What follows belongs to an exercise in optimizing a design on an open flow for small area; a production flow would make more cautious choices. Only simulation tests tie the RTL to the original design; equivalence was not proved. No activity file was given, so power comes from the tool's default toggle rates.

## red
Design ef934x_video, start of the top module:
module ef934x_video(
    input  wire       clk,       
    input  wire       rst,       
    input  wire  [7:0]d,
    input  wire       e,
    input  wire       cs_n,
    input  wire       cpu_r_w,
    input  wire       b_a,
    input  wire       c_t,
    output wire  [9:0]adr,
    output wire       r_w,
    output wire       sm_n,
    output wire       sg_n,
    output wire       st_n,
    input  wire  [7:0]busA_i,    
    input  wire  [7:0]busB_i,    
    output wire  [7:0]busA_o,    
    output wire       busA_oe,
    output wire  [7:0]busB_o,    
    output wire       busB_oe,
    output wire       r,
    output wire       g,
    output wire       b,
    output wire       tt,
    output wire       tl,
    output wire       i,
    input  wire       syt,
    input  wire       res_n);
Size: roughly 1500 cells after synthesis, ~170 flip-flops, about 71 I/O pins.
export LEC_CHECK = 0
export CAP_MARGIN = 20
export CORE_MARGIN = 2
export CORE_UTILIZATION = 40
export CTS_BUF_LIST = sky130_fd_sc_hd__clkbuf_8
export GPL_TIMING_DRIVEN = 0
export SLEW_MARGIN = 20
export SYNTH_MEMORY_MAX_BITS = 32768
create_clock -name core_clock -period 10.0 [get_ports {clk}]
standard.sh (not shown) runs the stock make flow with config.mk's settings and CLKGATE_MAP_FILE= SYNTH_SCRIPT=/design/flow/synth_recipe.tcl, a recipe that flattens the netlist after the stock synthesis.
==> flow/flow/run.sh <==
#!/bin/bash
# Layout flow: the standard flow (standard.sh's make command), with
#  - the synthesis's final ABC mapping replaced by an area-oriented one
#    (flow/abc_area.script: &deepsyn with a time limit, then &nf mapping
#    with a relaxed delay target, i.e. for area);
#    registers, flattening and renaming as standard;
#  - port buffers of the smallest buffer cell (every port still buffered);
#  - CTS with the buffers of CTS_BUF_LIST and without dummy loads;
#  - synthesis's buffers removed at floorplan (REMOVE_ABC_BUFFERS).
# Each tool's output is in orfs/logs/...; make's output in flow.log.
set -euo pipefail
W=$PWD
sed 's#source $::env(SCRIPTS_DIR)/synth.tcl#source '"$W"'/my_synth_core.tcl#' synth_recipe.tcl > my_synth.tcl
sed 's#log_cmd abc {\*}$abc_args#log_cmd abc -script '"$W"'/flow/abc_area.script {*}[lrange $abc_args 2 end]#' \
    "$FLOW_HOME/scripts/synth.tcl" > my_synth_core.tcl
grep -q my_synth_core my_synth.tcl
grep -q "flow/abc_area.script" my_synth_core.tcl
BUFS=$(sed -n 's/^export CTS_BUF_LIST *= *//p' config.mk)
BUFS=${BUFS:-sky130_fd_sc_hd__clkbuf_4}
ROOT=$(cat flow/cts_root_buf.txt 2>/dev/null || true)
CTS="-sink_clustering_enable -repair_clock_nets -dont_use_dummy_load -buf_list {$BUFS}"
[ -n "$ROOT" ] && CTS="$CTS -root_buf $ROOT"
CSIZE=$(sed -n 's/^export CTS_CLUSTER_SIZE *= *//p' config.mk)
CDIAM=$(sed -n 's/^export CTS_CLUSTER_DIAMETER *= *//p' config.mk)
[ -n "$CSIZE" ] && CTS="$CTS -sink_clustering_size $CSIZE"
[ -n "$CDIAM" ] && CTS="$CTS -sink_clustering_max_diameter $CDIAM"
EXTRA="REMOVE_ABC_BUFFERS=1 BUFFER_PORTS_ARGS=\"-buffer_cell sky130_fd_sc_hd__buf_1\" CTS_ARGS=\"$CTS\""
sed "s#SYNTH_SCRIPT=[^ ]*#SYNTH_SCRIPT=$W/my_synth.tcl $EXTRA#" standard.sh > my_standard.sh
grep -q "SYNTH_SCRIPT=$W/my_synth.tcl" my_standard.sh
bash my_standard.sh "${FLOW_TARGET:-finish}" > flow.log 2>&1
==> flow/flow/abc_area.script <==
strash
dc2
&get -n
&deepsyn -T 300 -S 2
&put
strash
&get -n
&dch
&nf -R 1000
&put
strash
&get -n
&dch
&nf -R 1000
&put
topo
stime -c
In summary, red completed successfully, with a layout that passed the timing, DRC and antenna checks.
Changes in blue relative to red:
- swapping 40 for 55 in CORE_UTILIZATION
diff --git a/flow/flow/run.sh b/flow/flow/run.sh
--- a/flow/flow/run.sh
+++ b/flow/flow/run.sh
@@ -4,2 +4 @@
-#    (flow/abc_area.script: &deepsyn with a time limit, then &nf mapping
-#    with a relaxed delay target, i.e. for area);
+#    (flow/abc_area.script: &deepsyn with a time limit, then area mapping);
@@ -9 +8,2 @@
-#  - synthesis's buffers removed at floorplan (REMOVE_ABC_BUFFERS).
+#  - synthesis's buffers removed at floorplan (REMOVE_ABC_BUFFERS);
+#  - gates with timing slack downsized after global routing (RECOVER_POWER).
@@ -27 +27 @@
-EXTRA="REMOVE_ABC_BUFFERS=1 BUFFER_PORTS_ARGS=\"-buffer_cell sky130_fd_sc_hd__buf_1\" CTS_ARGS=\"$CTS\""
+EXTRA="REMOVE_ABC_BUFFERS=1 RECOVER_POWER=100 BUFFER_PORTS_ARGS=\"-buffer_cell sky130_fd_sc_hd__buf_1\" CTS_ARGS=\"$CTS\""
==> flow/flow/abc_area.script <==
strash
dc2
&get -n
&deepsyn -T 300 -S 2
&put
dch
map -a
strash
dch
map -a
topo
stime -c
==> notes.md <==
- [flow] blue | stages: complete | final checks: fail | reason: max-capacitance violations, max-slew violations
- Any difference in clock insertion delay at the later pin of the skew report between red and blue is small enough to ignore.
- [compare] base=red new=blue: number of buffers and inverters on the critical path +2, count of multi-input combinational gates -16.

* * *

Setup of job 101:
ef934x_video again, from the RTL that the note above started with.
export LEC_CHECK = 0
export CAP_MARGIN = 20
export CORE_MARGIN = 2
export CORE_UTILIZATION = 55
export CTS_BUF_LIST = sky130_fd_sc_hd__clkbuf_8
export GPL_TIMING_DRIVEN = 0
export SLEW_MARGIN = 20
export SYNTH_MEMORY_MAX_BITS = 32768
create_clock -name core_clock -period 10.0 [get_ports {clk}]
==> flow/flow/run.sh <==
#!/bin/bash
# Layout flow: the standard flow (standard.sh's make command), with
#  - the synthesis's final ABC mapping replaced by an area-oriented one
#    (flow/abc_area.script: &deepsyn with a time limit, then area mapping);
#    registers, flattening and renaming as standard;
#  - port buffers of the smallest buffer cell (every port still buffered);
#  - CTS with the buffers of CTS_BUF_LIST and without dummy loads;
#  - synthesis's buffers removed at floorplan (REMOVE_ABC_BUFFERS).
# Each tool's output is in orfs/logs/...; make's output in flow.log.
set -euo pipefail
W=$PWD
sed 's#source $::env(SCRIPTS_DIR)/synth.tcl#source '"$W"'/my_synth_core.tcl#' synth_recipe.tcl > my_synth.tcl
sed 's#log_cmd abc {\*}$abc_args#log_cmd abc -script '"$W"'/flow/abc_area.script {*}[lrange $abc_args 2 end]#' \
    "$FLOW_HOME/scripts/synth.tcl" > my_synth_core.tcl
grep -q my_synth_core my_synth.tcl
grep -q "flow/abc_area.script" my_synth_core.tcl
BUFS=$(sed -n 's/^export CTS_BUF_LIST *= *//p' config.mk)
BUFS=${BUFS:-sky130_fd_sc_hd__clkbuf_4}
ROOT=$(cat flow/cts_root_buf.txt 2>/dev/null || true)
CTS="-sink_clustering_enable -repair_clock_nets -dont_use_dummy_load -buf_list {$BUFS}"
[ -n "$ROOT" ] && CTS="$CTS -root_buf $ROOT"
CSIZE=$(sed -n 's/^export CTS_CLUSTER_SIZE *= *//p' config.mk)
CDIAM=$(sed -n 's/^export CTS_CLUSTER_DIAMETER *= *//p' config.mk)
[ -n "$CSIZE" ] && CTS="$CTS -sink_clustering_size $CSIZE"
[ -n "$CDIAM" ] && CTS="$CTS -sink_clustering_max_diameter $CDIAM"
EXTRA="REMOVE_ABC_BUFFERS=1 BUFFER_PORTS_ARGS=\"-buffer_cell sky130_fd_sc_hd__buf_1\" CTS_ARGS=\"$CTS\""
sed "s#SYNTH_SCRIPT=[^ ]*#SYNTH_SCRIPT=$W/my_synth.tcl $EXTRA#" standard.sh > my_standard.sh
grep -q "SYNTH_SCRIPT=$W/my_synth.tcl" my_standard.sh
bash my_standard.sh "${FLOW_TARGET:-finish}" > flow.log 2>&1
==> flow/flow/abc_area.script <==
strash
dc2
&get -n
&deepsyn -T 300 -S 2
&put
dch
map -a
strash
dch
map -a
topo
stime -c
Job 101 did not stop at any stage, and its layout met the timing, DRC and antenna checks.
Inputs modified between job 101 and job 103:
-- flow/flow/run.sh --
<<< job 101, line 3
#  - the synthesis's final ABC mapping replaced by an area-oriented one
#    (flow/abc_area.script: &deepsyn with a time limit, then area mapping);
#    registers, flattening and renaming as standard;
>>> job 103, line 3
#  - the synthesis's final ABC mapping replaced by an area-oriented one
#    (flow/abc_area.script: &deepsyn with a time limit, then &nf mapping
#    with a relaxed delay target, i.e. for area);
#    registers, flattening and renaming as standard;
==> flow/flow/abc_area.script <==
strash
dc2
&get -n
&deepsyn -T 300 -S 2
&put
strash
&get -n
&dch
&nf -R 1000
&put
strash
&get -n
&dch
&nf -R 1000
&put
topo
stime -c
### Flow results
- The flow did not stop early for job 103: all stages ran, and the layout cleared the timing, DRC and antenna checks.
- Compared job 103 vs job 101, and count of inverters not on the clock network in the layout is down in job 103.
- In the flow results for job 103 and job 101, the signed area change from the synthesized netlist to the final layout is larger on job 103.
- Hold-critical path depth came out exactly the same in job 103 and job 101.
- Job 103 and job 101 ended up with roughly the same power.
- For job 103, the cell type of the slowest stage on the worst timing path was sky130_fd_sc_hd__dfxtp_2, unlike job 101, where it was sky130_fd_sc_hd__clkinv_1.
- Delta(final-stage net count, job 103 - job 101) < 0
- The count of buffers not belonging to the clock network in the layout of job 103 exceeds that of job 101 by 3.
- For detailed-routed wire length on met2, dividing the value from job 101 by the value from job 103 gives 1.11.
- Where cell area after layout is concerned, job 101 is outperformed by job 103.
- Job 103 vs. job 101: height of the chip now smaller, half-perimeter wire length of the detailed placement result fell by 4200 µm, net switching component of the power decreased by 1.4% relative to the old numbers.

-- re-timing with driven ports --
How much do the figures lean on ideal ports? The routed layouts below were timed once more, with nothing changed but the port constraints. Step 1 assumes that a clkbuf_16 drives the clock port and a buf_2 every other input. Step 2 adds t to the input delays and takes it off the output delays; t is the mean of the earliest and latest rising clock arrival at the registers after step 1. Input paths then give back, and output paths get back, about the clock's delay inside the block. a / b / c = no drivers / after step 1 / after step 2; a / b = the first two.
run | shift t [ns] | setup slack, ns | clock arrival spread, ns | pins driven straight from the clock port
red | 0.510 | 4.275 / 4.275 / 4.275 | 0.031 / 0.031 | 1
blue | 0.496 | 3.289 / 3.315 / 2.819 | 0.049 / 0.049 | 1
job 101 | 0.498 | 3.601 / 3.586 / 3.601 | 0.049 / 0.048 | 1
job 103 | 0.489 | 4.085 / 4.085 / 4.085 | 0.044 / 0.044 | 1
The setup slack of blue, which loses most, moves by +0.026 ns with the drivers and by -0.470 ns with both steps.
